From an optimization exercise on the open Yosys and OpenROAD flow, aimed at a short achievable clock period and few clock cycles; shortcuts taken in it are not production practice.
Function was checked by simulation only, so behaviour that the tests miss may differ from the original.
Power is estimated from default activity; no workload was simulated.

$ cat flow/config.mk
export PLATFORM = sky130hd
export DESIGN_NAME = cpu
export DESIGN_NICKNAME = cpu
export VERILOG_FILES = /design/flow/design.v
export SDC_FILE = /design/flow/constraint.sdc
export NUM_CORES = 4
export LEC_CHECK = 0
export CAP_MARGIN = 20
export CORE_MARGIN = 2
export CORE_UTILIZATION = 40
export PLACE_DENSITY = 0.6
export SETUP_SLACK_MARGIN = 2.5
export SLEW_MARGIN = 20
$ cat flow/constraint.sdc
create_clock -name core_clock -period 5.5 [get_ports {clk}]
set_input_delay 1.1000 -clock core_clock [delete_from_list [all_inputs] [get_ports {clk}]]
set_output_delay 1.1000 -clock core_clock [all_outputs]
set_load 0.01 [all_outputs]
$ cat flow/design.v
module alu
(
  input                i_cin,
  input  [15:0]        i_op_a,
  input  [15:0]        i_op_b,
  output logic [15:0]  o_sum,
  output logic         o_z
);
  logic [16:0] s;
  assign s = {i_op_a, 1'b1} + {i_op_b, i_cin};
  assign o_sum = s[16:1];
  assign o_z = ((i_op_a ^ i_op_b) == {i_op_a[14:0] | i_op_b[14:0], i_cin});
endmodule
module regfile
(
  input clk,
  input reset,
  input i_write,
  input [2:0] i_addrw,
  input [15:0] i_data_in,
  output logic [7:0][15:0] o_regs
);
  always_ff @ (posedge clk, posedge reset) begin
    if (reset) o_regs <= '0;
    else if (i_write) o_regs[i_addrw] <= i_data_in;
  end
endmodule
module cpu
(
input clk,
input reset,
output [15:0] o_pc_addr,
output o_pc_rd,
input [15:0] i_pc_rddata,
input [15:0] i_ldst_rddata,
output [15:0] o_ldst_wrdata,
output [15:0] o_ldst_addr,
output o_ldst_rd,
output o_ldst_wr,
output [127:0] o_tb_regs
);
localparam int NB = 8;    
logic [7:0][15:0] rf;
logic [14:0] fa;          
logic [14:0] ras;         
logic        d_valid;
logic [14:0] d_pc, d_pc2;    
logic        d_pt;           
logic [14:0] d_ptgt;         
logic        x_valid;
logic        x_wait;      
logic        x_la, x_lb;  
logic [15:0] x_a, x_b;    
logic        x_sub;
logic [14:0] x_tgt;       
logic [14:0] x_pc, x_pc2;
logic        x_pt;
logic [14:0] x_ptgt;
logic        x_mov;       
logic        x_add;       
logic        x_mvhi, x_flags, x_ld, x_st;
logic        x_br, x_breg, x_jz, x_jn, x_jmp, x_call, x_ret;
logic        x_wr;
logic [2:0]  x_rd;
logic        w_wr, w_ld, w_call;
logic [2:0]  w_rd;
logic [15:0] w_res;
logic [14:0] w_pc2;
logic        p_rd, p_wr;
logic [15:0] p_addr, p_data;
logic        f_n, f_z;
logic [NB-1:0]       b_v, b_ret;
logic [NB-1:0][14:0] b_tag, b_tgt;
logic [2:0]          b_ptr;     
logic        u_v, u_ret;
logic [14:0] u_pc, u_tgt;
logic [15:0] x_sum;
logic        x_z;
logic        x_go, x_take, x_mis;
logic [14:0] x_target, x_redir;
alu alu0 (.i_cin(x_sub), .i_op_a(x_a), .i_op_b(x_b), .o_sum(x_sum), .o_z(x_z));
assign x_go     = x_valid && !x_wait;
assign x_take   = x_br && (x_jmp || (x_jz && f_z) || (x_jn && f_n));
assign x_target = x_breg ? x_a[15:1] : x_tgt;
assign x_mis    = x_go && (x_take ? (!x_pt || (x_breg && x_a[15:1] != x_ptgt)) : x_pt);
assign x_redir  = x_take ? x_target : x_pc2;
assign o_ldst_addr   = p_addr;
assign o_ldst_wrdata = p_data;
assign o_ldst_rd     = p_rd;
assign o_ldst_wr     = p_wr;
logic [15:0] w_val;
assign w_val = w_ld ? i_ldst_rddata : (w_call ? {w_pc2, 1'b0} : w_res);
regfile rf0 (.clk(clk), .reset(reset), .i_write(w_wr), .i_addrw(w_rd),
             .i_data_in(w_val), .o_regs(rf));
assign o_tb_regs = rf;
assign o_pc_addr = {fa, 1'b0};
assign o_pc_rd   = 1'b1;
logic          b_hit;
logic [14:0]   b_pred;
always_comb begin
  b_hit = 1'b0;
  b_pred = 15'd0;
  for (int k = 0; k < NB; k++) begin
    if (b_v[k] && b_tag[k] == fa) begin
      b_hit = 1'b1;
      b_pred = b_pred | (b_ret[k] ? ras : b_tgt[k]);
    end
  end
end
logic [15:0] ir;
logic [3:0]  op;
logic        im;
logic [2:0]  rx, ry;
logic [14:0] tgt_imm;
logic        use_a, use_b;
logic        d_wr, d_sub, d_mvhi, d_call, d_ld, d_st;
logic        d_live, d_wait, d_redir, d_rj;
assign ir = i_pc_rddata;
assign op = ir[3:0];
assign im = ir[4];
assign rx = ir[7:5];
assign ry = ir[10:8];
assign d_mvhi = (op == 4'd6);
assign d_call = (op == 4'd12);
assign d_ld   = (op == 4'd4);
assign d_st   = (op == 4'd5);
assign d_sub  = (op == 4'd2) || (op == 4'd3);
assign tgt_imm = d_pc2 + {{4{ir[15]}}, ir[15:5]};
logic        xm, xl;
logic        hma, hmb, hca, hcb, hwa, hwb, la, lb;
logic [15:0] va, vb;
logic [15:0] ma;               
logic [15:0] cb;               
logic        kb;               
logic [15:0] na, nb;           
assign xm  = x_valid && x_wr && x_mov;
assign xl  = x_valid && x_wr && (x_ld || x_add);
assign hma = xm && (x_rd == rx);
assign hmb = xm && (x_rd == ry);
assign hca = x_valid && x_call && (rx == 3'd7);
assign hcb = x_valid && x_call && (ry == 3'd7);
assign la  = xl && (x_rd == rx);
assign lb  = xl && (x_rd == ry);
assign hwa = w_wr && (w_rd == rx);
assign hwb = w_wr && (w_rd == ry);
always_comb begin
  va = 16'd0;
  vb = 16'd0;
  for (int k = 0; k < 8; k++) begin
    va = va | (rf[k] & {16{rx == k && !hma && !hca && !hwa}});
    vb = vb | (rf[k] & {16{ry == k && !hmb && !hcb && !hwb}});
  end
  va = va | ((x_a | x_b) & {16{hma}}) | ({x_pc2, 1'b0} & {16{hca}}) |
       (w_val & {16{hwa && !hma && !hca}});
  vb = vb | ((x_a | x_b) & {16{hmb}}) | ({x_pc2, 1'b0} & {16{hcb}}) |
       (w_val & {16{hwb && !hmb && !hcb}});
end
assign ma = (op == 4'd0) ? 16'h0000 : (d_mvhi ? 16'h00ff : 16'hffff);
assign na = va & ma;
assign kb = im || d_call;
assign cb = d_call ? {d_pc2, 1'b0} : (d_mvhi ? {ir[15:8], 8'h00} : {{8{ir[15]}}, ir[15:8]});
assign nb = (kb ? cb : vb) ^ {16{d_sub}};
assign use_a = (op == 4'd1) || (op == 4'd2) || (op == 4'd3) || d_st || d_mvhi ||
               (op[3] && !im);
assign use_b = (!im && (op == 4'd0 || op == 4'd1 || op == 4'd2 || op == 4'd3)) ||
               d_ld || d_st;
assign d_wr  = (op == 4'd0) || (op == 4'd1) || (op == 4'd2) || d_ld ||
               d_mvhi || d_call;
logic st_now;
assign st_now = x_go && x_st;
assign d_live  = d_valid && !x_mis;
assign d_wait  = d_live && ((!d_st && ((use_a && la) || (use_b && lb))) || (d_ld && st_now));
assign d_redir = d_live && !d_pt && im &&
                 ((op == 4'd8) || d_call || (((op == 4'd9) || (op == 4'd10)) && ir[15]));
assign d_rj    = d_live && !d_pt && !im && ((op == 4'd8) || d_call) && !la;
logic [14:0] fa_early, fa_next;
always_comb begin
  if (x_mis) fa_early = x_redir;
  else if (d_wait) fa_early = fa;
  else if (b_hit) fa_early = b_pred;
  else fa_early = fa + 15'd1;
  if (d_redir) fa_next = tgt_imm;
  else if (d_rj) fa_next = va[15:1];
  else fa_next = fa_early;
end
logic [NB-1:0] u_hit;    
always_comb begin
  for (int k = 0; k < NB; k++) u_hit[k] = b_v[k] && (b_tag[k] == u_pc);
end
logic [15:0] wa, wb;
assign wa = x_la ? (x_mvhi ? {8'h00, w_val[7:0]} : w_val) : x_a;
assign wb = x_lb ? (w_val ^ {16{x_sub}}) : x_b;
always_ff @ (posedge clk, posedge reset) begin
  if (reset) begin
    fa <= 15'd1;      
    ras <= 15'd0;
    d_valid <= 1'b0;
    d_pc <= 15'd0; d_pc2 <= 15'd0; d_pt <= 1'b0; d_ptgt <= 15'd0;
    x_valid <= 1'b0;
    x_wait <= 1'b0;
    x_la <= 1'b0; x_lb <= 1'b0;
    x_a <= 16'd0; x_b <= 16'd0; x_sub <= 1'b0;
    x_tgt <= 15'd0; x_pc <= 15'd0; x_pc2 <= 15'd0; x_pt <= 1'b0; x_ptgt <= 15'd0;
    x_mov <= 1'b0; x_add <= 1'b0; x_mvhi <= 1'b0; x_flags <= 1'b0; x_ld <= 1'b0; x_st <= 1'b0;
    x_br <= 1'b0; x_breg <= 1'b0; x_jz <= 1'b0; x_jn <= 1'b0; x_jmp <= 1'b0; x_call <= 1'b0;
    x_ret <= 1'b0;
    x_wr <= 1'b0; x_rd <= 3'd0;
    w_wr <= 1'b0; w_ld <= 1'b0; w_call <= 1'b0; w_rd <= 3'd0; w_res <= 16'd0; w_pc2 <= 15'd0;
    p_rd <= 1'b0; p_wr <= 1'b0; p_addr <= 16'd0; p_data <= 16'd0;
    f_n <= 1'b0; f_z <= 1'b0;
    b_v <= '0; b_ptr <= 3'd0;
    u_v <= 1'b0; u_ret <= 1'b0; u_pc <= 15'd0; u_tgt <= 15'd0;
  end else begin
    fa      <= fa_next;
    d_valid <= !(x_mis || d_wait || d_redir || d_rj);
    d_pc    <= fa;
    d_pc2   <= fa + 15'd1;
    d_pt    <= b_hit;
    d_ptgt  <= b_pred;
    if (d_live && d_call) ras <= d_pc2;
    if (x_go && x_flags) begin
      f_n <= x_sum[15];
      f_z <= x_z;
    end
    u_v   <= x_go && x_take;
    u_ret <= x_ret;
    u_pc  <= x_pc;
    u_tgt <= x_target;
    if (u_v && !(|u_hit)) begin
      b_v[b_ptr] <= 1'b1;
      b_ptr <= b_ptr + 1'b1;
    end
    w_wr   <= x_go && x_wr;
    w_ld   <= x_ld;
    w_call <= x_call;
    w_rd   <= x_rd;
    w_res  <= x_sum;
    w_pc2  <= x_pc2;
    if (st_now) begin
      p_wr   <= 1'b1;
      p_rd   <= 1'b0;
      p_addr <= x_lb ? w_val : x_b;
      p_data <= x_la ? w_val : x_a;
    end else if (x_wait) begin
      p_wr   <= 1'b0;
      p_rd   <= x_ld;
      p_addr <= wb;
    end else begin
      p_wr   <= 1'b0;
      p_rd   <= d_live && d_ld && !d_wait;
      p_addr <= nb;
    end
    if (x_wait) begin
      x_wait <= 1'b0;
      x_a    <= wa;
      x_b    <= wb;
      x_la   <= 1'b0;
      x_lb   <= 1'b0;
    end else begin
      x_valid <= d_live;
      x_wait  <= d_wait;
      x_la    <= la && use_a;
      x_lb    <= lb && use_b;
      x_a     <= na;
      x_b     <= nb;
      x_sub   <= d_sub;
      x_tgt   <= tgt_imm;
      x_pc    <= d_pc;
      x_pc2   <= d_pc2;
      x_pt    <= d_pt || d_redir || d_rj;
      x_ptgt  <= d_pt ? d_ptgt : (d_rj ? va[15:1] : tgt_imm);
      x_mov   <= (op == 4'd0) || d_mvhi;
      x_add   <= (op == 4'd1) || (op == 4'd2);
      x_mvhi  <= d_mvhi;
      x_flags <= (op == 4'd1) || d_sub;
      x_ld    <= d_ld;
      x_st    <= d_st;
      x_br    <= op[3];
      x_breg  <= !im;
      x_jz    <= (op == 4'd9);
      x_jn    <= (op == 4'd10);
      x_jmp   <= (op == 4'd8) || d_call;
      x_call  <= d_call;
      x_ret   <= (op == 4'd8) && !im && (rx == 3'd7);
      x_wr    <= d_wr;
      x_rd    <= d_call ? 3'd7 : rx;
    end
  end
end
always_ff @ (posedge clk) begin
  if (u_v) begin
    for (int k = 0; k < NB; k++) begin
      if (u_hit[k] || (!(|u_hit) && b_ptr == k)) begin
        b_tag[k] <= u_pc;
        b_tgt[k] <= u_tgt;
        b_ret[k] <= u_ret;
      end
    end
  end
end
endmodule
$ cat flow/run.sh
#!/bin/bash
# synth_recipe.tcl (not shown) runs the flow's synth.tcl, then flattens the netlist and writes it again
# the make line also repeats each setting of config.mk as NAME=value (left out here)
make -C /OpenROAD-flow-scripts/flow DESIGN_CONFIG=/design/flow/config.mk WORK_HOME=/design/flow/orfs CLKGATE_MAP_FILE= SYNTH_SCRIPT=/design/flow/synth_recipe.tcl finish
==> results.env, run 1 <==
CRIT_CHAIN='buf_12 -> buf_12 -> xnor2_2 -> nand4_1 -> nor4_4 -> buf_6 -> buf_6 -> or4b_4 -> buf_6 -> or3_1 -> a31oi_2 -> o211ai_1'
VIAS=29470
PERIOD_NEEDED_NS=3.043
DRTITER0DRC=4138
RUN_STATUS='complete, no violations'
FLOORPLAN.ROWS=108
FLOORPLAN.INITIALDENSITY_PCT=40.51
YOSYS_WARNINGS=2
CRITPATHMOSTFREQUENTCELL='sky130_fd_sc_hd__buf_6'
GP_ROUTABILITY_CONGESTION=1.025
FIN_AREA_UM2=44420
GLOBALROUTEOVERFLOWTOTAL=0
WORST-ENDPOINT-ARRIVAL_NS=3.55
CLK_ROOT_BUFFER_CELL='sky130_fd_sc_hd__clkbuf_16'
HP-CLASS='reg2reg'
DIE_WIDTH_UM=301.1
WORST_SLEW_PIN_SLEW_NS=1.145
SYNTH-SEQ-CELLS=684
SYNTHFLOPTYPE='sky130_fd_sc_hd__dfrtp_1'
MAX-VDD-IR-DROP_V=0.0003205
TRITONCTS_CLOCK_TREE='done'
CTS.HTREE.LEVELS=3
FINAL-HOLD-VIOLATION-COUNT=0
HOLDCRITSTARTPOINT='x_pc[8]'
CTS.REPORTEDPATHS.CLKPINSLEW_NS=0.06
CRITPATHSLOWESTCELL='sky130_fd_sc_hd__dfstp_4'
GRT_ANTENNA_BEFORE_REPAIR=9
YOSYSSEQAREASHARE_PCT=52.00
GRT_SETUP_UNREPAIRED='yes'
FINAL-SETUP-VIOL-COUNT=0
MAXCAPVIOLATIONS=0
AVGSYNTHCELLAREA_UM2=11.03
N_FILL_CELL=7743
SYN-CELL-AREA_UM2=35310
SYNTH-EDFF-COUNT=248
GRT_MAX_DEGREE=133
POWER.DENSITY_CELL_AREA_nW_PER_UM2=543.3
GRT_PASS1_VIAS=27910
POSTSYNTHNETCOUNT=3296
ANT_NETS=0
PLACE.DETAILED.INSTANCES=4456
WORST_SLEW_MARGIN_REL_PCT=23.70
HOLDBUFCOUNTCTS=0
FLOORPLAN.IO_PINS=213
DRIVE_ABOVE_1_SHARE_PCT=21.58
YOSYSUNIQUECELLTYPES=93
FINALNONFILLERCELLS=4764
DRT-PASS1-ITER-COUNT=8
COUNT_OF_PINS_OVER_THEIR_SLEW_LIMIT=0
TOTALWIRELENGTH_UM=146400
AREA_DELTA_SYNTH_FINAL_PCT=25.81
VIAS_PER_STD_CELL=6.186
NUM-NETS-FINAL=3637
WORSTSETUPSTARTPOINT='fa[0]'
CRITPATHKIND='reg2reg'
SYNTH_ADDER_AREA_SHARE_PCT=2.204
WORST-PATH-MAX-FANOUT=5
CTS_NUM_SINKS=684
BUFFER_PORTS.INSERTED=210
DESIGN.CORE.AREA_UM2=87160
POST-ROUTE-DRC-COUNT=0
LARGEST_FAMILY_OF_LOGIC_CELLS_BY_SYNTHESIZED_AREA='compound AO/OA/AOI/OAI gates'
DIEAREA_UM2=90660
CHIPHEIGHT_UM=301.1
TOTAL_POWER_mW=24.13
POST_SYNTHESIS_ASYNC_SET_OR_RESET_FLOP_SHARE_PCT=63.74
DP_SLACK_NS=0.9054
HOLD-WORST-SLACK_NS=0.3662
FIN_CRIT_SH_PCT=55.32
CLOCK_INSERTION_DELAY_WORST_SKEW_NS=0.66
HALF_PERIMETER_WIRE_LENGTH_AFTER_PLACEMENT_UM=100900
NATURE_OF_THE_CRITICAL_PATH_STARTPOINT='flip-flop'
TIMING.CRITICAL_PATH.SLOWEST_CELL_DELAY_NS=0.71
SYN-INSTANCE-COUNT=3201
TIMING.CRITICAL_PATH.REQUIRED_NS=6.01
SYNTH_XOR_XNOR_AREA_SHARE_PCT=8.920
FINAL.SETUP.TNS_NS=0
SYNTH_COMPOUND_GATE_AREA_SHARE_PCT=13.37
AVGROUTEDWIREPERCELL_UM=30.73
CTS_MADE_BUFFERS=78
SYNTH-SIMPLE-AREA-SHARE_PCT=11.57
SETUP.WORST_PATH.END_CLASS='flip-flop'
DPL_CELL_AREA_UM2=39010
MAX_CLOCK_FREQ_MHz=328.6
STATIC-LEAKAGE-POWER_nW=17.63
SKEW_NS=0.03287
POSTLAYOUTCOREUTIL_PCT=50.96
MAX-CLOCK-PATH-BUFFERS=3
REG2REG_FROM='fa[0]'
GRT_PASS1_WL_UM=204500
SYNTH.AREA.MUX_SHARE_PCT=8.080
LAYOUT_SETUP_WS_NS=2.457
GLOBAL_ROUTE.USAGE.TOTAL_PCT=31.23
## registers in the layout, indices dropped and copies added (netlist names), 16 cells and up
| name | count |
|---|---|
| p_addr | 16 |
| x_b | 16 |
| b_tag | 120 |
| p_data | 16 |
| w_res | 16 |
| b_tgt | 120 |
| rf0.o_regs | 128 |
| x_a | 16 |
## critical path: cells and delay by family, from the launching register on
family / cells / cell delay (ns)
xor gates and xnor gates: 1 / 0.05
buffers and inverters: 5 / 0.69
DFF: 1 / 0.71
and+or+nand+nor: 4 / 1.13
AOI/OAI and AO/OA: 2 / 0.33
## where the power goes
| group | leakage [nW] | internal (mW) | switching [mW] |
|---|---|---|---|
| combinational | 9.01 | 4.26 | 4.94 |
| clock | 1.29 | 3.13 | 2.23 |
| sequential | 7.34 | 6.95 | 2.61 |
## worst paths after layout
check	end	slack, ns	cells past startpoint
min	u_pc[8]	0.37	0
max	fa[3]	2.46	12
min reg2reg	u_pc[8]	0.37	0
min in group asynchronous	rf0.o_regs[55]	0.88	2
max reg2reg	fa[3]	2.46	12
max in group asynchronous	p_addr[11]	3.50	3
## what timing repair did
| item | CTS | global route |
|---|---|---|
| endpoints found under the setup margin | 443 | 381 |
| pin swaps | 37 | 67 |
| cloned | 7 | 8 |
| setup buffers | 68 | 78 |
| gates resized for setup | 231 | 123 |
## Yosys cell counts, types with 11 or more instances
cell	instances	area, µm²
sky130_fd_sc_hd__dfrtp_1	435	10890
sky130_fd_sc_hd__nand2_1	347	1303
sky130_fd_sc_hd__xnor2_1	304	2663
sky130_fd_sc_hd__edfxtp_1	248	7447
sky130_fd_sc_hd__o21ai_0	208	1041
sky130_fd_sc_hd__mux2i_1	150	1501
sky130_fd_sc_hd__clkbuf_1	118	442.9
sky130_fd_sc_hd__mux2_2	118	1329
sky130_fd_sc_hd__nor2_1	113	424.2
sky130_fd_sc_hd__nand4_1	103	644.4
sky130_fd_sc_hd__nand3_1	93	465.5
sky130_fd_sc_hd__a21oi_1	83	415.4
sky130_fd_sc_hd__inv_1	66	247.7
sky130_fd_sc_hd__ha_1	59	738.2
sky130_fd_sc_hd__buf_2	51	255.2
sky130_fd_sc_hd__xor2_1	45	394.1
sky130_fd_sc_hd__o22ai_1	44	275.3
sky130_fd_sc_hd__a221oi_1	43	376.6
sky130_fd_sc_hd__nor3_1	35	175.2
sky130_fd_sc_hd__a211oi_1	29	217.7
sky130_fd_sc_hd__and3_1	29	181.4
sky130_fd_sc_hd__buf_1	27	101.4
sky130_fd_sc_hd__nor4_1	25	156.4
sky130_fd_sc_hd__a22oi_1	24	180.2
sky130_fd_sc_hd__o21a_1	23	172.7
sky130_fd_sc_hd__buf_4	22	165.2
sky130_fd_sc_hd__o21ai_1	22	110.1
sky130_fd_sc_hd__o211ai_1	21	157.7
sky130_fd_sc_hd__a21o_1	20	150.1
sky130_fd_sc_hd__o221ai_1	18	157.7
sky130_fd_sc_hd__and2_1	17	106.4
sky130_fd_sc_hd__o2bb2ai_1	17	148.9
sky130_fd_sc_hd__a22o_1	16	140.1
sky130_fd_sc_hd__o31ai_1	13	97.59
sky130_fd_sc_hd__a31oi_1	12	75.07
sky130_fd_sc_hd__or4_1	11	82.58
## kinds of logic (layout without fill, tap and decap cells)
family / count (synthesis) / after routing
simple gates: 837 / 842
compound gates: 693 / 698
flops: 684 / 684
xor+xnor: 354 / 354
buf+inv: 301 / 696
mux: 269 / 269
fa+ha+maj: 61 / 61
other cells: 2 / 5
## per-layer routing
metal  vias to the layer above  wire [µm]  global-route usage (%)
li1                      12450          -                       -
met1                     14770      56970                   41.15
met2                      1773      64880                   47.71
met3                       472      14360                   6.304
met4                         8      10130                   18.54
met5                         -         77                       0
## cells in the final DEF (no fill, tap or decap), types with 13 or more instances in the layout
master / count
sky130_fd_sc_hd__dfrtp_1: 397
sky130_fd_sc_hd__nand2_1: 337
sky130_fd_sc_hd__xnor2_1: 297
sky130_fd_sc_hd__edfxtp_1: 248
sky130_fd_sc_hd__buf_4: 212
sky130_fd_sc_hd__o21ai_0: 196
sky130_fd_sc_hd__clkdlybuf4s50_1: 193
sky130_fd_sc_hd__mux2i_1: 150
sky130_fd_sc_hd__mux2_2: 118
sky130_fd_sc_hd__nor2_1: 108
sky130_fd_sc_hd__nand4_1: 103
sky130_fd_sc_hd__nand3_1: 84
sky130_fd_sc_hd__clkbuf_16: 82
sky130_fd_sc_hd__a21oi_1: 80
sky130_fd_sc_hd__inv_1: 61
sky130_fd_sc_hd__ha_1: 55
sky130_fd_sc_hd__xor2_1: 43
sky130_fd_sc_hd__o22ai_1: 43
sky130_fd_sc_hd__a221oi_1: 41
sky130_fd_sc_hd__nor3_1: 28
sky130_fd_sc_hd__o21ai_1: 28
sky130_fd_sc_hd__buf_12: 25
sky130_fd_sc_hd__o21a_1: 23
sky130_fd_sc_hd__a22oi_1: 22
sky130_fd_sc_hd__dfrtp_2: 22
sky130_fd_sc_hd__buf_6: 22
sky130_fd_sc_hd__o211ai_1: 21
sky130_fd_sc_hd__and3_1: 20
sky130_fd_sc_hd__a21o_1: 20
sky130_fd_sc_hd__a211oi_1: 19
sky130_fd_sc_hd__clkbuf_1: 18
sky130_fd_sc_hd__dfrtp_4: 16
sky130_fd_sc_hd__o2bb2ai_1: 15
sky130_fd_sc_hd__clkbuf_8: 15
sky130_fd_sc_hd__and2_1: 14
sky130_fd_sc_hd__nor4_1: 13
## final cells by class
| type | instances | area [µm²] | area share (%) |
|---|---|---|---|
| multi-input combinational | 2226 | 16930 | 38.11 |
| sequential | 684 | 18450 | 41.54 |
| timing repair buffer | 484 | 4682 | 10.54 |
| antenna | 3 | 7.507 | 0.01690 |
| clock inverter | 33 | 384.1 | 0.8648 |
| tap | 1155 | 1445 | 3.254 |
| inverter | 68 | 284.0 | 0.6395 |
| clock buffer | 111 | 2237 | 5.037 |
Testbench counts, summed over its fixed seeds: cycles 117,831.
==> run 2: changes to the inputs <==
--- a/flow/design.v
+++ b/flow/design.v
@@ -44,2 +44,3 @@
 logic [14:0] fa;          
+logic [14:0] fa_b;        
 logic [14:0] ras;         
@@ -76,2 +77,5 @@
 logic [14:0] u_pc, u_tgt;
+logic [NB-1:0] u2_we;
+logic        u2_ret;
+logic [14:0] u2_pc, u2_tgt;
 logic [15:0] x_sum;
@@ -84,3 +88,3 @@
 assign x_target = x_breg ? x_a[15:1] : x_tgt;
-assign x_mis    = x_go && (x_take ? (!x_pt || (x_breg && x_a[15:1] != x_ptgt)) : x_pt);
+assign x_mis    = x_go && (x_take ? (!x_pt || x_target != x_ptgt) : x_pt);
 assign x_redir  = x_take ? x_target : x_pc2;
@@ -103,3 +107,3 @@
   for (int k = 0; k < NB; k++) begin
-    if (b_v[k] && b_tag[k] == fa) begin
+    if (b_v[k] && b_tag[k] == fa_b) begin
       b_hit = 1'b1;
@@ -145,13 +149,14 @@
 assign hwb = w_wr && (w_rd == ry);
+logic [15:0] rfa, rfb;
+assign rfa = rf[rx];
+assign rfb = rf[ry];
 always_comb begin
-  va = 16'd0;
-  vb = 16'd0;
-  for (int k = 0; k < 8; k++) begin
-    va = va | (rf[k] & {16{rx == k && !hma && !hca && !hwa}});
-    vb = vb | (rf[k] & {16{ry == k && !hmb && !hcb && !hwb}});
-  end
-  va = va | ((x_a | x_b) & {16{hma}}) | ({x_pc2, 1'b0} & {16{hca}}) |
-       (w_val & {16{hwa && !hma && !hca}});
-  vb = vb | ((x_a | x_b) & {16{hmb}}) | ({x_pc2, 1'b0} & {16{hcb}}) |
-       (w_val & {16{hwb && !hmb && !hcb}});
+  if (hma) va = x_a | x_b;
+  else if (hca) va = {x_pc2, 1'b0};
+  else if (hwa) va = w_val;
+  else va = rfa;
+  if (hmb) vb = x_a | x_b;
+  else if (hcb) vb = {x_pc2, 1'b0};
+  else if (hwb) vb = w_val;
+  else vb = rfb;
 end
@@ -175,11 +180,13 @@
 assign d_rj    = d_live && !d_pt && !im && ((op == 4'd8) || d_call) && !la;
-logic [14:0] fa_early, fa_next;
+logic        ovr;
+logic [14:0] ovr_pc, fa_next;
 always_comb begin
-  if (x_mis) fa_early = x_redir;
-  else if (d_wait) fa_early = fa;
-  else if (b_hit) fa_early = b_pred;
-  else fa_early = fa + 15'd1;
-  if (d_redir) fa_next = tgt_imm;
-  else if (d_rj) fa_next = va[15:1];
-  else fa_next = fa_early;
+  ovr = x_mis || d_wait || d_redir || d_rj;
+  if (x_mis) ovr_pc = x_redir;
+  else if (d_wait) ovr_pc = fa;
+  else if (d_redir) ovr_pc = tgt_imm;
+  else ovr_pc = va[15:1];
+  if (ovr) fa_next = ovr_pc;
+  else if (b_hit) fa_next = b_pred;
+  else fa_next = fa + 15'd1;
 end
@@ -195,2 +202,3 @@
     fa <= 15'd1;      
+    fa_b <= 15'd0;
     ras <= 15'd0;
@@ -212,4 +220,6 @@
     u_v <= 1'b0; u_ret <= 1'b0; u_pc <= 15'd0; u_tgt <= 15'd0;
+    u2_we <= '0; u2_ret <= 1'b0; u2_pc <= 15'd0; u2_tgt <= 15'd0;
   end else begin
     fa      <= fa_next;
+    fa_b    <= fa_next;
     d_valid <= !(x_mis || d_wait || d_redir || d_rj);
@@ -228,6 +238,8 @@
     u_tgt <= x_target;
-    if (u_v && !(|u_hit)) begin
-      b_v[b_ptr] <= 1'b1;
-      b_ptr <= b_ptr + 1'b1;
-    end
+    for (int k = 0; k < NB; k++) u2_we[k] <= u_v && (u_hit[k] || (!(|u_hit) && b_ptr == k));
+    u2_ret <= u_ret;
+    u2_pc  <= u_pc;
+    u2_tgt <= u_tgt;
+    if (u_v && !(|u_hit)) b_ptr <= b_ptr + 1'b1;
+    b_v <= b_v | u2_we;
     w_wr   <= x_go && x_wr;
@@ -250,3 +262,3 @@
       p_rd   <= d_live && d_ld && !d_wait;
-      p_addr <= nb;
+      p_addr <= vb;
     end
@@ -290,9 +302,7 @@
 always_ff @ (posedge clk) begin
-  if (u_v) begin
-    for (int k = 0; k < NB; k++) begin
-      if (u_hit[k] || (!(|u_hit) && b_ptr == k)) begin
-        b_tag[k] <= u_pc;
-        b_tgt[k] <= u_tgt;
-        b_ret[k] <= u_ret;
-      end
+  for (int k = 0; k < NB; k++) begin
+    if (u2_we[k]) begin
+      b_tag[k] <= u2_pc;
+      b_tgt[k] <= u2_tgt;
+      b_ret[k] <= u2_ret;
     end
==> results.env, run 2 <==
FLOORPLAN.IO_PINS=213  # unchanged
COMMONEST_CELLS_AFTER_ROUTING_FILL_AND_TAPS_ASIDE='sky130_fd_sc_hd__dfrtp_1, sky130_fd_sc_hd__xnor2_1, sky130_fd_sc_hd__edfxtp_1'
ENDPOINT='o_pc_addr[13]'
SKEW_NS=0.03301  # +0.0001373 ns
DRIVE_ABOVE_1_SHARE_PCT=18.83  # -2.7 points
MAX-CLOCK-PATH-BUFFERS=3  # unchanged
CHIPHEIGHT_UM=304.8  # +1.2%
NUM-NETS-FINAL=3378  # -7.1%
FLOORPLAN.INITIALDENSITY_PCT=40.27  # -0.24 points
N_FILL_CELL=8008  # +3.4%
REGTOREGENDPOINT='fa_b[8]'
SYNTHMOSTINSTANTIATEDCELL='sky130_fd_sc_hd__dfrtp_1'
CTS_NUM_SINKS=724  # +5.8%
SETUP.REG_TO_REG.WORST_SLACK_NS=2.50  # +0.04 ns
MAX_CLOCK_FREQ_MHz=323.0  # -1.7%
NATURE_OF_THE_CRITICAL_PATH_STARTPOINT='flip-flop'
SYNTHDOMINANTAREACELLTYPE='sky130_fd_sc_hd__dfrtp_1'
CLK_ROOT_BUFFER_CELL='sky130_fd_sc_hd__clkbuf_16'
YOSYSSEQAREASHARE_PCT=53.49  # +1.5 points
VIAS=26840  # -8.9%
SETUP.WORST_PATH.END_CLASS='primary output'
AREA_DELTA_SYNTH_FINAL_PCT=20.71
WORST_SLEW_PIN_SLEW_NS=1.260  # +0.1155 ns
GLOBAL_ROUTE.USAGE.TOTAL_PCT=26.92  # -4.3 points
DRTITER0DRC=2938  # -29%
TOP_REG_BY_FLOPS='rf0.o_regs'
SYNTH_COMMON_CELLS='sky130_fd_sc_hd__dfrtp_1, sky130_fd_sc_hd__xnor2_1, sky130_fd_sc_hd__edfxtp_1'
MAXCAPVIOLATIONS=0  # unchanged
POSTSYNTHNETCOUNT=3157  # -4.2%
YOSYS_WARNINGS=2  # unchanged
MET2_WIRELENGTH_UM=59870  # -7.7%
PLACE.DETAILED.INSTANCES=4300  # -3.5%
DESIGN.CORE.AREA_UM2=89870  # +3.1%
FINAL-HOLD-VIOLATION-COUNT=0  # unchanged
GRT_SETUP_UNREPAIRED='yes'
LEADING_POST_SYNTHESIS_CELLS_BY_CELL_AREA='sky130_fd_sc_hd__dfrtp_1, sky130_fd_sc_hd__edfxtp_1, sky130_fd_sc_hd__xnor2_1'
SYNTHFLOPTYPE='sky130_fd_sc_hd__dfrtp_1'
NETLIST.AREA_LEADER.SHARE_PCT=32.84  # +2.0 points
STATIC-LEAKAGE-POWER_nW=17.11  # -3.0%
YOSYSUNIQUECELLTYPES=71  # -24%
GRT_PASS1_VIAS=26180  # -6.2%
SYN-CELL-AREA_UM2=36190  # +2.5%
FINAL-SETUP-VIOL-COUNT=0  # unchanged
WORSTSETUPSTARTPOINT='fa_b[12]'
LAYOUT_COMMONEST_CELL='sky130_fd_sc_hd__dfrtp_1'
ANT_NETS=0  # unchanged
POWER.DENSITY_CELL_AREA_nW_PER_UM2=545.4  # +0.38%
REG2REG_FROM='x_breg'
CTS_MADE_BUFFERS=78  # unchanged
FINALNONFILLERCELLS=4531  # -4.9%
SYNTH-SEQ-CELLS=724  # +5.8%
HOLD_DEPTH=0  # unchanged
MAX-VDD-IR-DROP_V=0.0003577  # +12%
MET1WIRELENGTH_UM=52390  # -8.0%
MAXUSEDROUTINGLAYER='met5'
PERIOD_NEEDED_NS=3.096  # +0.05316 ns
POST_SYNTHESIS_ASYNC_SET_OR_RESET_FLOP_SHARE_PCT=65.75  # +2.0 points
DRT-PASS1-ITER-COUNT=5  # -3
GRT_ANTENNA_BEFORE_REPAIR=5  # -4
WORST-ENDPOINT-ARRIVAL_NS=2.00  # -1.55 ns
CTS.HTREE.LEVELS=3  # unchanged
GLOBALROUTEOVERFLOWTOTAL=0  # unchanged
CLOCK_INSERTION_DELAY_WORST_SKEW_NS=0.66  # about the same
AVGSYNTHCELLAREA_UM2=11.81  # +7.1%
DIE_WIDTH_UM=304.8  # +1.2%
BUFFER_PORTS.INSERTED=210  # unchanged
AVGROUTEDWIREPERCELL_UM=28.31  # -7.9%
VIAS_PER_STD_CELL=5.924  # -4.2%
FIN_CRIT_SH_PCT=56.29  # +0.97 points
LARGEST_REGISTER_FFS=128  # unchanged
GP_ROUTABILITY_CONGESTION=0.9493  # -7.4%
TOTAL_POWER_mW=23.83  # -1.3%
GRT_MAX_DEGREE=103  # -23%
TIMING.CRITICAL_PATH.REQUIRED_NS=4.40  # -1.61 ns
MET3WIRELENGTH_UM=11270  # -21%
COUNT_OF_PINS_OVER_THEIR_SLEW_LIMIT=0  # unchanged
TOTALWIRELENGTH_UM=128300  # -12%
DIEAREA_UM2=92910  # +2.5%
WORST_SLEW_MARGIN_REL_PCT=15.22  # -8.5 points
FLOORPLAN.ROWS=110  # +1.9%
TOP_REGS='rf0.o_regs: 128 flops, b_tag: 120 flops, b_tgt: 120 flops'
POST-ROUTE-DRC-COUNT=0  # unchanged
CTS.REPORTEDPATHS.CLKPINSLEW_NS=0.06  # about the same
SYNTH-EDFF-COUNT=248  # unchanged
HP-CLASS='reg2reg'
RUN_STATUS='complete, no violations'
TRITONCTS_CLOCK_TREE='done'
CRITPATHKIND='reg2out'
WORST-PATH-MAX-FANOUT=7  # +2
GRT_PASS1_WL_UM=184800  # -9.6%
REG2REG_DEPTH=12  # unchanged
HALF_PERIMETER_WIRE_LENGTH_AFTER_PLACEMENT_UM=86910  # -14%
SYN-INSTANCE-COUNT=3065  # -4.2%
-- run 2: final cells by class --
class	instances	area (µm²)	area share, %
flip-flops and latches	724	19420	44.45
clock inverters	40	534.3	1.223
diodes	4	10.01	0.02291
repair buffers	376	3696	8.460
multi-input cells	2046	16110	36.87
clock buffers	105	2223	5.089
well taps	1176	1471	3.368
inverters	60	229.0	0.5241
-- run 2: timing repair --
action,4_1_cts,5_1_grt
setup endpoints to repair,166,170
buffers inserted,32,49
hold buffers,0,0
gates resized for setup,90,113
gates cloned,0,0
pin swaps,9,30
-- run 2: layer usage --
layer | up-vias | GRT usage (%)
li1 | 11620 | -
met1 | 13640 | 36.88
met2 | 1362 | 43.10
met3 | 220 | 4.916
met4 | 6 | 9.199
met5 | - | 0
-- run 2: how the worst min path moves through the flow --
| stage | startpoint | to | slack, ns |
|---|---|---|---|
| 6_report | u_tgt[3] | u2_tgt[3] | 0.35 |
| 2_1_floorplan | u_ret | u2_ret | 0.33 |
| 3_5_place_dp | u_tgt[3] | u2_tgt[3] | 0.33 |
| 3_3_place_gp | u_tgt[6] | u2_tgt[6] | 0.33 |
| 4_1_cts | u_tgt[3] | u2_tgt[3] | 0.35 |
| 5_1_grt | u_tgt[2] | u2_tgt[2] | 0.36 |
-- run 2: logic make-up (layout without fill, tap and decap cells) --
logic type / count (synthesis) / after routing / synth area share (%)
AO/OA/AOI/OAI: 637 / 637 / 11.65
AND/OR/NAND/NOR: 658 / 658 / 8.639
flip-flops: 724 / 724 / 53.49
buffers and inverters: 295 / 581 / 3.488
other: 2 / 6 / 0.02075
multiplexers: 352 / 352 / 12.46
adder cells (fa/ha/maj): 59 / 59 / 2.074
XOR/XNOR: 338 / 338 / 8.179
-- run 2: stage by stage --
stage	hold WS (ns)	utilization (%)	cell area [µm²]	setup TNS, ns	worst slack, ns
CTS	0.3482	47.63	42810	0	2.474
finish	0.3490	48.61	43690	0	2.404
floorplan	0.3312	-	36260	-973.04	-2.048
detailed placement	0.3347	43.95	39500	0	1.237
global route	0.3565	48.60	43680	0	2.392
global placement	0.3327	43.94	39490	0	1.268
-- run 2: report_power, final --
group	leakage (nW)	switching [mW]	internal, mW	total (mW)
clock	1.35	2.36	3.26	5.62
combinational	7.72	4.35	4.23	8.57
sequential	8.04	2.30	7.33	9.63
total	17.1	9.01	14.8	23.8
-- run 2: critical path, cell delays in order (launching register included) --
cell                              delay [ns]
sky130_fd_sc_hd__dfrtp_4                0.56
sky130_fd_sc_hd__buf_4                  0.18
sky130_fd_sc_hd__buf_12                 0.13
sky130_fd_sc_hd__clkdlybuf4s50_1        0.47
Testbench counts of run 2, summed over its fixed seeds: cycles 117,923.
==> run 3: changes to the inputs <==
--- a/flow/config.mk
+++ b/flow/config.mk
@@ -11,3 +11,3 @@
 export PLACE_DENSITY = 0.6
-export SETUP_SLACK_MARGIN = 2.5
+export SETUP_SLACK_MARGIN = 3.5
 export SLEW_MARGIN = 20
==> results.env, run 3 <==
LEADING_POST_SYNTHESIS_CELLS_BY_CELL_AREA='sky130_fd_sc_hd__dfrtp_1, sky130_fd_sc_hd__edfxtp_1, sky130_fd_sc_hd__xnor2_1'
NATURE_OF_THE_CRITICAL_PATH_STARTPOINT='flip-flop'
GLOBAL_ROUTE.USAGE.TOTAL_PCT=30.43  # +3.5 points
SYNTHDOMINANTAREACELLTYPE='sky130_fd_sc_hd__dfrtp_1'
N_FILL_CELL=7057  # -12%
SYNTHFLOPTYPE='sky130_fd_sc_hd__dfrtp_1'
DESIGN.CORE.AREA_UM2=89870  # unchanged
TOP_REGS='rf0.o_regs: 128 flops, b_tag: 120 flops, b_tgt: 120 flops'
RUN_STATUS='complete, no violations'
DRIVE_ABOVE_1_SHARE_PCT=43.87  # +25 points
POWER.DENSITY_CELL_AREA_nW_PER_UM2=533.0  # -2.3%
MAXCAPVIOLATIONS=0  # unchanged
FLOORPLAN.IO_PINS=213  # unchanged
CTS.HTREE.LEVELS=3  # unchanged
HP-CLASS='reg2reg'
GRT_MAX_DEGREE=73  # -29%
FINAL-SETUP-VIOL-COUNT=0  # unchanged
LARGEST_REGISTER_FFS=128  # unchanged
SYNTHMOSTINSTANTIATEDCELL='sky130_fd_sc_hd__dfrtp_1'
CRITPATHSLOWESTCELL='sky130_fd_sc_hd__dfrtp_4'
COMMONEST_CELLS_AFTER_ROUTING_FILL_AND_TAPS_ASIDE='sky130_fd_sc_hd__dfrtp_1, sky130_fd_sc_hd__buf_4, sky130_fd_sc_hd__xnor2_1'
MAX_CLOCK_FREQ_MHz=329.6  # +2.1%
MET1WIRELENGTH_UM=54430  # +3.9%
FLOORPLAN.ROWS=110  # unchanged
MET2_WIRELENGTH_UM=69530  # +16%
GRT_PASS1_VIAS=30420  # +16%
CTS_NUM_SINKS=724  # unchanged
HOLD_DEPTH=0  # unchanged
COUNT_OF_PINS_OVER_THEIR_SLEW_LIMIT=0  # unchanged
SYNTH-EDFF-COUNT=248  # unchanged
CHIPHEIGHT_UM=304.8  # unchanged
TIMING.CRITICAL_PATH.SLOWEST_CELL_DELAY_NS=0.52  # -0.04 ns
SKEW_NS=0.02519  # -0.007821 ns
PERIOD_NEEDED_NS=3.034  # -0.06233 ns
MAX-VDD-IR-DROP_V=0.0003071  # -14%
ANT_NETS=0  # unchanged
YOSYSSEQAREASHARE_PCT=53.49  # unchanged
STATIC-LEAKAGE-POWER_nW=20.74  # +21%
SYN-CELL-AREA_UM2=36190  # unchanged
FIN_CRIT_SH_PCT=55.16  # -1.1 points
VIAS=30290  # +13%
FIN_AREA_UM2=51050  # +17%
GLOBALROUTEOVERFLOWTOTAL=0  # unchanged
REG2REG_DEPTH=11  # -1
MAXUSEDROUTINGLAYER='met5'
VIAS_PER_STD_CELL=6.092  # +2.8%
TOTALWIRELENGTH_UM=147400  # +15%
WORST_SLEW_PIN_SLEW_NS=1.100  # -0.1605 ns
POST-ROUTE-DRC-COUNT=0  # unchanged
WORST-PATH-MAX-FANOUT=4  # -3
PLACE.DETAILED.INSTANCES=4290  # -0.23%
HOLDBUFCOUNTCTS=0  # unchanged
FLOORPLAN.INITIALDENSITY_PCT=40.27  # unchanged
WORST_SLEW_MARGIN_REL_PCT=26.70  # +11 points
CLK_ROOT_BUFFER_CELL='sky130_fd_sc_hd__clkbuf_16'
AVGSYNTHCELLAREA_UM2=11.81  # unchanged
MAX-CLOCK-PATH-BUFFERS=3  # unchanged
DPL_CELL_AREA_UM2=39870  # +0.94%
TIMING.CRITICAL_PATH.REQUIRED_NS=6.05  # +1.65 ns
GRT_ANTENNA_BEFORE_REPAIR=6  # +1
BUFFER_PORTS.INSERTED=210  # unchanged
POSTLAYOUTCOREUTIL_PCT=56.80  # +8.2 points
POSTSYNTHNETCOUNT=3157  # unchanged
CRITPATHMOSTFREQUENTCELL='sky130_fd_sc_hd__buf_6'
LAYOUT_COMMONEST_CELL='sky130_fd_sc_hd__dfrtp_1'
AVGROUTEDWIREPERCELL_UM=29.65  # +4.7%
CTS_MADE_BUFFERS=79  # +1.3%
SETUP.WORST_PATH.END_CLASS='flip-flop'
NUM-NETS-FINAL=3821  # +13%
FINAL.SETUP.TNS_NS=0  # unchanged
CRIT_CHAIN='buf_6 -> mux2_2 -> xor2_1 -> nor4_2 -> nand3_1 -> o21ba_4 -> nor3_4 -> buf_6 -> buf_16 -> mux2_4 -> o211ai_1'
SYNTH_COMMON_CELLS='sky130_fd_sc_hd__dfrtp_1, sky130_fd_sc_hd__xnor2_1, sky130_fd_sc_hd__edfxtp_1'
CLOCK_INSERTION_DELAY_WORST_SKEW_NS=0.65  # about the same
TOP_REG_BY_FLOPS='rf0.o_regs'
SYN-INSTANCE-COUNT=3065  # unchanged
SYNTH-SEQ-CELLS=724  # unchanged
DRT-PASS1-ITER-COUNT=5  # unchanged
TOTAL_POWER_mW=27.21  # +14%
FINAL-HOLD-VIOLATION-COUNT=0  # unchanged
DIEAREA_UM2=92910  # unchanged
YOSYS_WARNINGS=2  # unchanged
TRITONCTS_CLOCK_TREE='done'
GP_ROUTABILITY_CONGESTION=0.9171  # -3.4%
MET3WIRELENGTH_UM=13260  # +18%
FINALNONFILLERCELLS=4972  # +9.7%
DIE_WIDTH_UM=304.8  # unchanged
NETLIST.AREA_LEADER.SHARE_PCT=32.84  # unchanged
POST_SYNTHESIS_ASYNC_SET_OR_RESET_FLOP_SHARE_PCT=65.75  # unchanged
GRT_SETUP_UNREPAIRED='yes'
AREA_DELTA_SYNTH_FINAL_PCT=41.05
YOSYSUNIQUECELLTYPES=71  # unchanged
GRT_PASS1_WL_UM=208700  # +13%
CRITPATHKIND='reg2reg'
DRTITER0DRC=2800  # -4.7%
CTS.REPORTEDPATHS.CLKPINSLEW_NS=0.06  # about the same
HALF_PERIMETER_WIRE_LENGTH_AFTER_PLACEMENT_UM=87970  # +1.2%
WORST-ENDPOINT-ARRIVAL_NS=3.59  # +1.59 ns
==> run 3: cell counts after synthesis <==
No cell type changed its count.
==> run 3: metrics by stage <==
step	setup WS [ns]	hold WS [ns]
floorplan	-2.048	0.3312
global placement	1.402	0.3333
detailed placement	1.331	0.3355
CTS	2.629	0.3483
global route	2.379	0.3548
finish	2.466	0.3479
==> run 3: routing by layer <==
| layer | vias up | global-route usage (%) |
|---|---|---|
| met4 | 8 | 17.29 |
| li1 | 12530 | - |
| met2 | 1921 | 50.16 |
| met1 | 15260 | 37.51 |
| met3 | 564 | 5.897 |
| met5 | - | 0 |
==> run 3: layout make-up <==
type	instances	area, µm²	share of cell area [%]
clock buffer	111	2301	4.507
timing repair inverter	1	5.005	0.009804
multi-input combinational	2049	18910	37.05
timing repair buffer	814	8235	16.13
inverter	60	241.5	0.4730
antenna	1	2.502	0.004902
clock inverter	36	350.3	0.6863
sequential	724	19530	38.26
tap	1176	1471	2.882
==> run 3: path summary, 6_finish.rpt <==
path	from	to	slack (ns)
min in group asynchronous	reset	x_ptgt[14]	1.08
setup / recovery	x_breg	fa_b[2]	2.47
hold / removal	u_tgt[3]	u2_tgt[3]	0.35
setup reg to reg	x_breg	fa_b[2]	2.47
max in group asynchronous	reset	u_pc[11]	3.64
hold reg to reg	u_tgt[3]	u2_tgt[3]	0.35
==> run 3: power by group <==
part / total (mW) / internal [mW] / leakage [nW] / switching (mW)
sequential: 9.54 / 7.40 / 7.98 / 2.14
combinational: 12.2 / 6.13 / 11.5 / 6.07
clock: 5.47 / 3.14 / 1.30 / 2.34
==> run 3: cells by family after synthesis <==
group / synth area share [%]
flops: 53.49
simple gates: 8.639
compound gates: 11.65
mux: 12.46
xor+xnor: 8.179
buf+inv: 3.488
fa+ha+maj: 2.074
other cells: 0.02075
==> run 3: timing repair <==
item	CTS	global route
gates resized for setup	1503	283
cloned	20	3
endpoints found under the setup margin	804	511
buffers inserted	406	105
pin swaps	180	129
==> run 3: critical path, delay by kind of cell (launching register included) <==
family / cells / cell delay (ns)
xor+xnor: 1 / 0.19
compound gates: 2 / 0.44
flops: 1 / 0.52
buf+inv: 3 / 0.44
mux: 2 / 0.59
simple gates: 3 / 0.78
==> run 4: changes to the inputs <==
--- a/flow/design.v
+++ b/flow/design.v
@@ -59,2 +59,3 @@
 logic [14:0] x_ptgt;
+logic        x_tok;       
 logic        x_mov;       
@@ -88,3 +89,3 @@
 assign x_target = x_breg ? x_a[15:1] : x_tgt;
-assign x_mis    = x_go && (x_take ? (!x_pt || x_target != x_ptgt) : x_pt);
+assign x_mis    = x_go && (x_take ? (!x_pt || (x_breg && !x_tok)) : x_pt);
 assign x_redir  = x_take ? x_target : x_pc2;
@@ -177,4 +178,9 @@
 assign d_wait  = d_live && ((!d_st && ((use_a && la) || (use_b && lb))) || (d_ld && st_now));
-assign d_redir = d_live && !d_pt && im &&
-                 ((op == 4'd8) || d_call || (((op == 4'd9) || (op == 4'd10)) && ir[15]));
+assign d_redir = d_live && !d_pt && im && ((op == 4'd8) || d_call);
+logic n_eff, z_eff, d_cond, d_ctake, d_cr;
+assign n_eff   = (x_go && x_flags) ? x_sum[15] : f_n;
+assign z_eff   = (x_go && x_flags) ? x_z : f_z;
+assign d_cond  = im && ((op == 4'd9) || (op == 4'd10));
+assign d_ctake = (op == 4'd9) ? z_eff : n_eff;
+assign d_cr    = d_live && d_cond && (d_ctake != d_pt);
 assign d_rj    = d_live && !d_pt && !im && ((op == 4'd8) || d_call) && !la;
@@ -183,6 +189,7 @@
 always_comb begin
-  ovr = x_mis || d_wait || d_redir || d_rj;
+  ovr = x_mis || d_wait || d_redir || d_rj || d_cr;
   if (x_mis) ovr_pc = x_redir;
   else if (d_wait) ovr_pc = fa;
-  else if (d_redir) ovr_pc = tgt_imm;
+  else if (d_redir || (d_cond && !d_pt)) ovr_pc = tgt_imm;
+  else if (d_cond) ovr_pc = d_pc2;
   else ovr_pc = va[15:1];
@@ -210,3 +217,3 @@
     x_a <= 16'd0; x_b <= 16'd0; x_sub <= 1'b0;
-    x_tgt <= 15'd0; x_pc <= 15'd0; x_pc2 <= 15'd0; x_pt <= 1'b0; x_ptgt <= 15'd0;
+    x_tgt <= 15'd0; x_pc <= 15'd0; x_pc2 <= 15'd0; x_pt <= 1'b0; x_ptgt <= 15'd0; x_tok <= 1'b0;
     x_mov <= 1'b0; x_add <= 1'b0; x_mvhi <= 1'b0; x_flags <= 1'b0; x_ld <= 1'b0; x_st <= 1'b0;
@@ -224,3 +231,3 @@
     fa_b    <= fa_next;
-    d_valid <= !(x_mis || d_wait || d_redir || d_rj);
+    d_valid <= !(x_mis || d_wait || d_redir || d_rj || d_cr);
     d_pc    <= fa;
@@ -229,3 +236,3 @@
     d_ptgt  <= b_pred;
-    if (d_live && d_call) ras <= d_pc2;
+    if (d_valid && d_call) ras <= d_pc2;
     if (x_go && x_flags) begin
@@ -268,2 +275,3 @@
       x_b    <= wb;
+      x_tok  <= (wa[15:1] == x_ptgt);
       x_la   <= 1'b0;
@@ -281,4 +289,5 @@
       x_pc2   <= d_pc2;
-      x_pt    <= d_pt || d_redir || d_rj;
-      x_ptgt  <= d_pt ? d_ptgt : (d_rj ? va[15:1] : tgt_imm);
+      x_pt    <= d_cond ? d_ctake : (d_pt || d_redir || d_rj);
+      x_ptgt  <= d_ptgt;
+      x_tok   <= !d_pt || (va[15:1] == d_ptgt);
       x_mov   <= (op == 4'd0) || d_mvhi;
==> results.env, run 4 <==
ANT_NETS=0  # unchanged
LEADING_POST_SYNTHESIS_CELLS_BY_CELL_AREA='sky130_fd_sc_hd__dfrtp_1, sky130_fd_sc_hd__edfxtp_1, sky130_fd_sc_hd__xnor2_1'
FIN_AREA_UM2=51830  # +1.5%
FINAL-HOLD-VIOLATION-COUNT=0  # unchanged
PLACE.DETAILED.INSTANCES=4311  # +0.49%
TOP_REG_BY_FLOPS='rf0.o_regs'
SYNTH_COMMON_CELLS='sky130_fd_sc_hd__dfrtp_1, sky130_fd_sc_hd__xnor2_1, sky130_fd_sc_hd__nand2_1'
COMMONEST_CELLS_AFTER_ROUTING_FILL_AND_TAPS_ASIDE='sky130_fd_sc_hd__buf_4, sky130_fd_sc_hd__dfrtp_1, sky130_fd_sc_hd__xnor2_1'
HOLD_DEPTH=0  # unchanged
NUM-NETS-FINAL=3846  # +0.65%
LAYOUT_COMMONEST_CELL='sky130_fd_sc_hd__buf_4'
GP_ROUTABILITY_CONGESTION=0.9560  # +4.2%
GRT_PASS1_VIAS=29400  # -3.3%
GRT_MAX_DEGREE=106  # +45%
PERIOD_NEEDED_NS=3.084  # +0.05076 ns
WORST_HOLD_PATH.ENDPOINT='u2_tgt[10]'
FINAL-SETUP-VIOL-COUNT=0  # unchanged
WORST-PATH-MAX-FANOUT=5  # +1
CLK_ROOT_BUFFER_CELL='sky130_fd_sc_hd__clkbuf_16'
SYNTH-EDFF-COUNT=248  # unchanged
DIEAREA_UM2=93430  # +0.56%
N_FILL_CELL=6961  # -1.4%
COUNT_OF_PINS_OVER_THEIR_SLEW_LIMIT=0  # unchanged
NETLIST.AREA_LEADER.SHARE_PCT=32.72  # -0.12 points
YOSYS_WARNINGS=2  # unchanged
SYNTHFLOPTYPE='sky130_fd_sc_hd__dfrtp_1'
POSTSYNTHNETCOUNT=3169  # +0.38%
HALF_PERIMETER_WIRE_LENGTH_AFTER_PLACEMENT_UM=90800  # +3.2%
FLOORPLAN.ROWS=110  # unchanged
SYNTH-SEQ-CELLS=725  # +0.14%
GRT_ANTENNA_BEFORE_REPAIR=5  # -1
REGTOREGENDPOINT='fa_b[8]'
DRTITER0DRC=4256  # +52%
FLOORPLAN.INITIALDENSITY_PCT=40.38  # +0.11 points
MAX-CLOCK-PATH-BUFFERS=3  # unchanged
AVGSYNTHCELLAREA_UM2=11.83  # +0.18%
MAX-VDD-IR-DROP_V=0.0004113  # +34%
YOSYSUNIQUECELLTYPES=84  # +18%
DIE_WIDTH_UM=305.7  # +0.28%
CRITPATHKIND='reg2reg'
RUN_STATUS='complete, no violations'
POST_SYNTHESIS_ASYNC_SET_OR_RESET_FLOP_SHARE_PCT=65.79  # about the same
REG2REG_DEPTH=12  # +1
SKEW_NS=0.02190  # -0.003289 ns
BUFFER_PORTS.INSERTED=210  # unchanged
MAX_CLOCK_FREQ_MHz=324.2  # -1.6%
AREA_DELTA_SYNTH_FINAL_PCT=42.38
STATIC-LEAKAGE-POWER_nW=20.77  # +0.12%
FLOORPLAN.IO_PINS=213  # unchanged
REG2REG_FROM='x_a[1]'
SETUP.WORST_PATH.END_CLASS='flip-flop'
LARGEST_REGISTER_FFS=128  # unchanged
VIAS=30760  # +1.6%
WORST-ENDPOINT-ARRIVAL_NS=3.63  # +0.04 ns
SYNTHDOMINANTAREACELLTYPE='sky130_fd_sc_hd__dfrtp_1'
GLOBAL_ROUTE.USAGE.TOTAL_PCT=31.25  # +0.82 points
WORST_SLEW_PIN_SLEW_NS=1.124  # +0.02428 ns
DRT-PASS1-ITER-COUNT=8  # +3
GRT_SETUP_UNREPAIRED='yes'
YOSYSSEQAREASHARE_PCT=53.26  # -0.23 points
VIAS_PER_STD_CELL=6.160  # +1.1%
DRIVE_ABOVE_1_SHARE_PCT=46.46  # +2.6 points
SYNTHMOSTINSTANTIATEDCELL='sky130_fd_sc_hd__dfrtp_1'
CTS_NUM_SINKS=725  # +0.14%
CTS_MADE_BUFFERS=80  # +1.3%
CTS.REPORTEDPATHS.CLKPINSLEW_NS=0.06  # about the same
HOLDBUFCOUNTCTS=0  # unchanged
DESIGN.CORE.AREA_UM2=90150  # +0.31%
TOTALWIRELENGTH_UM=151400  # +2.7%
AVGROUTEDWIREPERCELL_UM=30.32  # +2.3%
HOLDCRITSTARTPOINT='u_tgt[10]'
GLOBALROUTEOVERFLOWTOTAL=0  # unchanged
SYN-INSTANCE-COUNT=3077  # +0.39%
CHIPHEIGHT_UM=305.7  # +0.28%
POWER.DENSITY_CELL_AREA_nW_PER_UM2=542.8  # +1.8%
HP-CLASS='reg2reg'
TOP_REGS='rf0.o_regs: 128 flops, b_tag: 120 flops, b_tgt: 120 flops'
DPL_CELL_AREA_UM2=40020  # +0.38%
NATURE_OF_THE_CRITICAL_PATH_STARTPOINT='flip-flop'
CLOCK_INSERTION_DELAY_WORST_SKEW_NS=0.66  # about the same
SETUP.REG_TO_REG.WORST_SLACK_NS=2.42  # -0.05 ns
MAXCAPVIOLATIONS=0  # unchanged
GRT_PASS1_WL_UM=212300  # +1.7%
POST-ROUTE-DRC-COUNT=0  # unchanged
TRITONCTS_CLOCK_TREE='done'
WORST_SLEW_MARGIN_REL_PCT=25.08  # -1.6 points
FIN_CRIT_SH_PCT=56.08  # +0.92 points
SYN-CELL-AREA_UM2=36400  # +0.57%
FINALNONFILLERCELLS=4993  # +0.42%
TIMING.CRITICAL_PATH.REQUIRED_NS=6.05  # about the same
CTS.HTREE.LEVELS=3  # unchanged
[run 4: changes by cell type after synthesis, sizes merged, moves of 11 or more]
cell / change
buf: +16
mux2: +13
nand2: +16
a22o: -21
a22oi: -11
a21oi: +36
o21ai: +15
xnor2: +32
clkbuf: -18
o211ai: -29
nor2: -23
a211oi: +17
[run 4: where the power goes]
group	switching (mW)	total (mW)	internal (mW)
clock	2.32	5.47	3.14
combinational	6.50	13.0	6.47
sequential	2.29	9.69	7.41
total	11.1	28.1	17.0
[run 4: cell type report]
type	instances	area (µm²)	share of cell area, %
Timing Repair inverter	1	5.005	0.009657
Antenna cell	1	2.502	0.004828
Timing Repair Buffer	819	8368	16.15
Clock inverter	31	309.0	0.5963
Tap cell	1176	1471	2.839
Inverter	57	234.0	0.4515
Multi-Input combinational cell	2070	19550	37.73
Clock buffer	113	2322	4.481
Sequential cell	725	19560	37.74
[run 4: timing repair]
item                                     CTS  global route
endpoints found under the setup margin   785           669
pin swaps                                198           161
resized for setup                       1633           313
gates cloned                              30             2
buffers inserted                         399           105
[run 4: critical path: stages (launching register included)]
cell	delay (ns)
sky130_fd_sc_hd__dfrtp_2	0.46
sky130_fd_sc_hd__inv_2	0.09
sky130_fd_sc_hd__ha_4	0.20
sky130_fd_sc_hd__nor2b_4	0.13
sky130_fd_sc_hd__o31a_1	0.29
sky130_fd_sc_hd__o41ai_4	0.47
sky130_fd_sc_hd__and3_4	0.32
sky130_fd_sc_hd__or4_4	0.16
sky130_fd_sc_hd__a31oi_4	0.14
sky130_fd_sc_hd__buf_4	0.19
sky130_fd_sc_hd__nand3b_4	0.21
sky130_fd_sc_hd__a211oi_2	0.24
sky130_fd_sc_hd__a21oi_1	0.06
[run 4: routing by layer]
layer	global-route usage (%)	routed length, µm	up-vias
li1	-	-	12620
met5	0	0	-
met4	15.19	8812	0
met1	42.42	59520	15580
met2	46.39	66170	2057
met3	8.354	16870	506
[run 4: kinds of logic (layout without fill, tap and decap cells)]
family	Yosys count	after routing	share of synthesized area (%)
AO/OA/AOI/OAI	644	644	11.35
multiplexers	360	360	12.62
adder cells (fa/ha/maj)	58	58	2.035
flip-flops	725	725	53.26
XOR/XNOR	368	368	8.855
AND/OR/NAND/NOR	630	638	8.288
other	2	3	0.02063
buffers and inverters	290	1021	3.578
[run 4: stage by stage]
step / hold slack [ns] / worst slack (ns) / TNS, ns / power [mW] / util, %
after global routing: 0.3509 / 2.429 / 0 / 28.93 / 57.49
final: 0.3469 / 2.416 / 0 / 28.13 / 57.49
after floorplan: 0.3312 / -2.062 / -981.75 / 14.00 / -
after detailed placement: 0.3347 / 1.264 / 0 / 18.17 / 44.39
after global placement: 0.3355 / 1.319 / 0 / 18.12 / 44.39
after CTS: 0.3488 / 2.566 / 0 / 26.45 / 55.09
[run 4: how the worst max path moves through the flow]
stage / startpoint / to / cells after the start
6_report: x_a[1] / fa_b[8] / 12
2_1_floorplan: reset / b_ptr[0] / 1
3_3_place_gp: i_pc_rddata[8] / fa_b[7] / 10
3_5_place_dp: i_pc_rddata[8] / fa_b[7] / 10
4_1_cts: x_b[0] / fa_b[12] / 11
5_1_grt: x_a[0] / fa_b[12] / 11
Testbench counts of run 4, summed over its fixed seeds: cycles 115,281.
==> run 5: changes to the inputs <==
--- a/flow/design.v
+++ b/flow/design.v
@@ -180,3 +180,3 @@
 logic n_eff, z_eff, d_cond, d_ctake, d_cr;
-assign n_eff   = (x_go && x_flags) ? x_sum[15] : f_n;
+assign n_eff   = f_n;
 assign z_eff   = (x_go && x_flags) ? x_z : f_z;
@@ -184,3 +184,6 @@
 assign d_ctake = (op == 4'd9) ? z_eff : n_eff;
-assign d_cr    = d_live && d_cond && (d_ctake != d_pt);
+logic d_cok, d_sp;
+assign d_cok   = !(x_go && x_flags && (op == 4'd10));
+assign d_sp    = ir[15];
+assign d_cr    = d_live && d_cond && (d_cok ? (d_ctake != d_pt) : (!d_pt && d_sp));
 assign d_rj    = d_live && !d_pt && !im && ((op == 4'd8) || d_call) && !la;
@@ -289,3 +292,3 @@
       x_pc2   <= d_pc2;
-      x_pt    <= d_cond ? d_ctake : (d_pt || d_redir || d_rj);
+      x_pt    <= d_cond ? (d_cok ? d_ctake : (d_pt || d_sp)) : (d_pt || d_redir || d_rj);
       x_ptgt  <= d_ptgt;
==> results.env, run 5 <==
RUN_STATUS='complete, no violations'
FLOORPLAN.ROWS=110  # unchanged
WORST-PATH-MAX-FANOUT=5  # unchanged
YOSYSSEQAREASHARE_PCT=53.15  # -0.11 points
CTS_MADE_BUFFERS=82  # +2.5%
VIAS=29960  # -2.6%
SETUP.WORST_PATH.END_CLASS='flip-flop'
GRT_SETUP_UNREPAIRED='yes'
CLOCK_INSERTION_DELAY_WORST_SKEW_NS=0.69  # +0.03 ns
N_FILL_CELL=7046  # +1.2%
SYNTH-EDFF-COUNT=248  # unchanged
HOLDBUFCOUNTCTS=0  # unchanged
CTS_NUM_SINKS=725  # unchanged
FINAL-HOLD-VIOLATION-COUNT=0  # unchanged
GRT_PASS1_WL_UM=204400  # -3.7%
YOSYSUNIQUECELLTYPES=80  # -4.8%
GLOBAL_ROUTE.USAGE.TOTAL_PCT=29.69  # -1.6 points
WORST_SLEW_MARGIN_REL_PCT=28.60  # +3.5 points
WORST_HOLD_PATH.ENDPOINT='u2_tgt[14]'
SYNTHMOSTINSTANTIATEDCELL='sky130_fd_sc_hd__dfrtp_1'
CTS.REPORTEDPATHS.CLKPINSLEW_NS=0.06  # about the same
SYN-INSTANCE-COUNT=3105  # +0.91%
FIN_AREA_UM2=51820  # about the same
GLOBALROUTEOVERFLOWTOTAL=0  # unchanged
CRITPATHKIND='reg2reg'
AVGROUTEDWIREPERCELL_UM=29.06  # -4.2%
TRITONCTS_CLOCK_TREE='done'
DIE_WIDTH_UM=306.0  # +0.10%
HOLD-WORST-SLACK_NS=0.3494  # +0.002465 ns
MAX-VDD-IR-DROP_V=0.0003221  # -22%
FLOORPLAN.IO_PINS=213  # unchanged
GRT_ANTENNA_BEFORE_REPAIR=5  # unchanged
TOP_REGS='rf0.o_regs: 128 flops, b_tag: 120 flops, b_tgt: 120 flops'
POSTSYNTHNETCOUNT=3197  # +0.88%
DRT-PASS1-ITER-COUNT=5  # -3
STATIC-LEAKAGE-POWER_nW=21.29  # +2.5%
CHIPHEIGHT_UM=306.0  # +0.10%
NUM-NETS-FINAL=3863  # +0.44%
SYN-CELL-AREA_UM2=36470  # +0.21%
FINAL-SETUP-VIOL-COUNT=0  # unchanged
CLK_ROOT_BUFFER_CELL='sky130_fd_sc_hd__clkbuf_16'
TIMING.CRITICAL_PATH.REQUIRED_NS=6.04  # about the same
WORST_SLEW_PIN_SLEW_NS=1.071  # -0.05286 ns
COUNT_OF_PINS_OVER_THEIR_SLEW_LIMIT=0  # unchanged
TOP_REG_BY_FLOPS='rf0.o_regs'
DPL_CELL_AREA_UM2=40230  # +0.53%
SYNTHDOMINANTAREACELLTYPE='sky130_fd_sc_hd__dfrtp_1'
WORST-ENDPOINT-ARRIVAL_NS=3.37  # -0.26 ns
AREA_DELTA_SYNTH_FINAL_PCT=42.08
==> run 5: logic make-up (layout without fill, tap and decap cells) <==
group / Yosys count / count (layout) / synth area share [%]
multiplexers: 376 / 376 / 12.95
buffers and inverters: 295 / 1022 / 3.471
XOR/XNOR: 370 / 370 / 8.905
other: 2 / 4 / 0.02059
flip-flops: 725 / 725 / 53.15
AO/OA/AOI/OAI: 602 / 603 / 10.62
adder cells (fa/ha/maj): 58 / 58 / 2.031
AND/OR/NAND/NOR: 677 / 684 / 8.857
==> run 5: final cells by class <==
type	count	area, µm²	share of cell area, %
Tap cell	1176	1471	2.839
Inverter	59	275.3	0.5312
Clock inverter	34	486.7	0.9392
Multi-Input combinational cell	2093	19750	38.11
Timing Repair Buffer	809	7941	15.32
Timing Repair inverter	1	5.005	0.009657
Antenna cell	2	5.005	0.009657
Sequential cell	725	19530	37.69
Clock buffer	119	2354	4.541
==> run 5: worst max-delay path, cell delays in order (launching register included) <==
cell and delay [ns]:
sky130_fd_sc_hd__dfrtp_4 0.57, sky130_fd_sc_hd__buf_12 0.19, sky130_fd_sc_hd__xnor2_2 0.12, sky130_fd_sc_hd__nand4_1 0.19, sky130_fd_sc_hd__or4_4 0.61, sky130_fd_sc_hd__and4_4 0.27, sky130_fd_sc_hd__nand2_8 0.11, sky130_fd_sc_hd__and4b_2 0.28
sky130_fd_sc_hd__nor4_2 0.06, sky130_fd_sc_hd__a221o_1 0.26
==> run 5: worst max-delay path by stage <==
stage	startpoint	end	slack (ns)	depth (start not counted)
after global placement	i_pc_rddata[5]	fa_b[10]	1.22	10
final	fa[14]	fa_b[5]	2.68	9
after detailed placement	i_pc_rddata[3]	fa_b[5]	1.17	9
after floorplan	reset	b_ptr[0]	-2.06	1
after CTS	x_sub	f_n	2.74	11
after global routing	fa_b[0]	fa_b[5]	2.65	9
==> run 5: routing by layer <==
layer | global-route usage (%) | vias to the layer above | routed length, µm
li1 | - | 12640 | -
met1 | 39.00 | 15150 | 56330
met2 | 47.33 | 1700 | 66880
met3 | 5.205 | 464 | 12660
met4 | 15.24 | 6 | 9894
met5 | 0 | - | 40
==> run 5: timing repair <==
item | in CTS | in global routing
endpoints found under the hold margin | 0 | 0
gates resized for setup | 1544 | 295
pin swaps | 177 | 147
cloned | 17 | 10
buffers inserted | 395 | 108
setup endpoints to repair | 656 | 466
==> run 5: where the power goes <==
group,switching [mW],internal (mW)
Clock,2.38,3.43
Sequential,2.17,7.36
Combinational,6.22,6.41
==> run 5: metrics by stage <==
step | total power [mW] | instances | setup TNS, ns | setup WS [ns]
global placement | 17.85 | 4333 | 0 | 1.217
finish | 27.97 | 5018 | 0 | 2.677
global route | 28.89 | 5016 | 0 | 2.649
CTS | 26.52 | 4898 | 0 | 2.743
detailed placement | 17.90 | 4333 | 0 | 1.171
floorplan | 13.93 | 3105 | -981.75 | -2.062
Testbench counts of run 5, summed over its fixed seeds: cycles 117,626.

-- afterwards: timing with drivers on the ports --
Ports are ideal in the flow. The routed layouts listed here were re-timed in OpenROAD. Step 1, drivers: a clkbuf_16 drives clk and a buf_2 each remaining input, both assumed. Step 2 adds t to the input delays and takes it off the output delays; t is the mean of the earliest and latest rising clock arrival at the registers after step 1. Input paths then give back, and output paths get back, about the clock's delay inside the block. a / b / c = ideal / step 1 / step 2; a / b = the first two.
run | t, ns | setup WS [ns] | hold WS [ns] | worst setup path after step 2
run 1 | 0.712 | 2.457 / 2.442 / 1.789 | 0.366 / 0.366 / 0.366 | input to register
run 2 | 0.709 | 2.404 / 2.337 / 1.819 | 0.349 / 0.349 / 0.349 | input to register
run 3 | 0.709 | 2.466 / 2.466 / 1.788 | 0.348 / 0.348 / 0.348 | input to register
run 4 | 0.723 | 2.416 / 2.416 / 1.884 | 0.347 / 0.347 / 0.347 | input to register
run 5 | 0.730 | 2.677 / 2.677 / 1.953 | 0.349 / 0.349 / 0.349 | input to register
After both steps setup and hold are still met in every run listed. The setup slack of run 5, which loses most, moves by 0.000 ns with the drivers and by -0.724 ns with both steps.
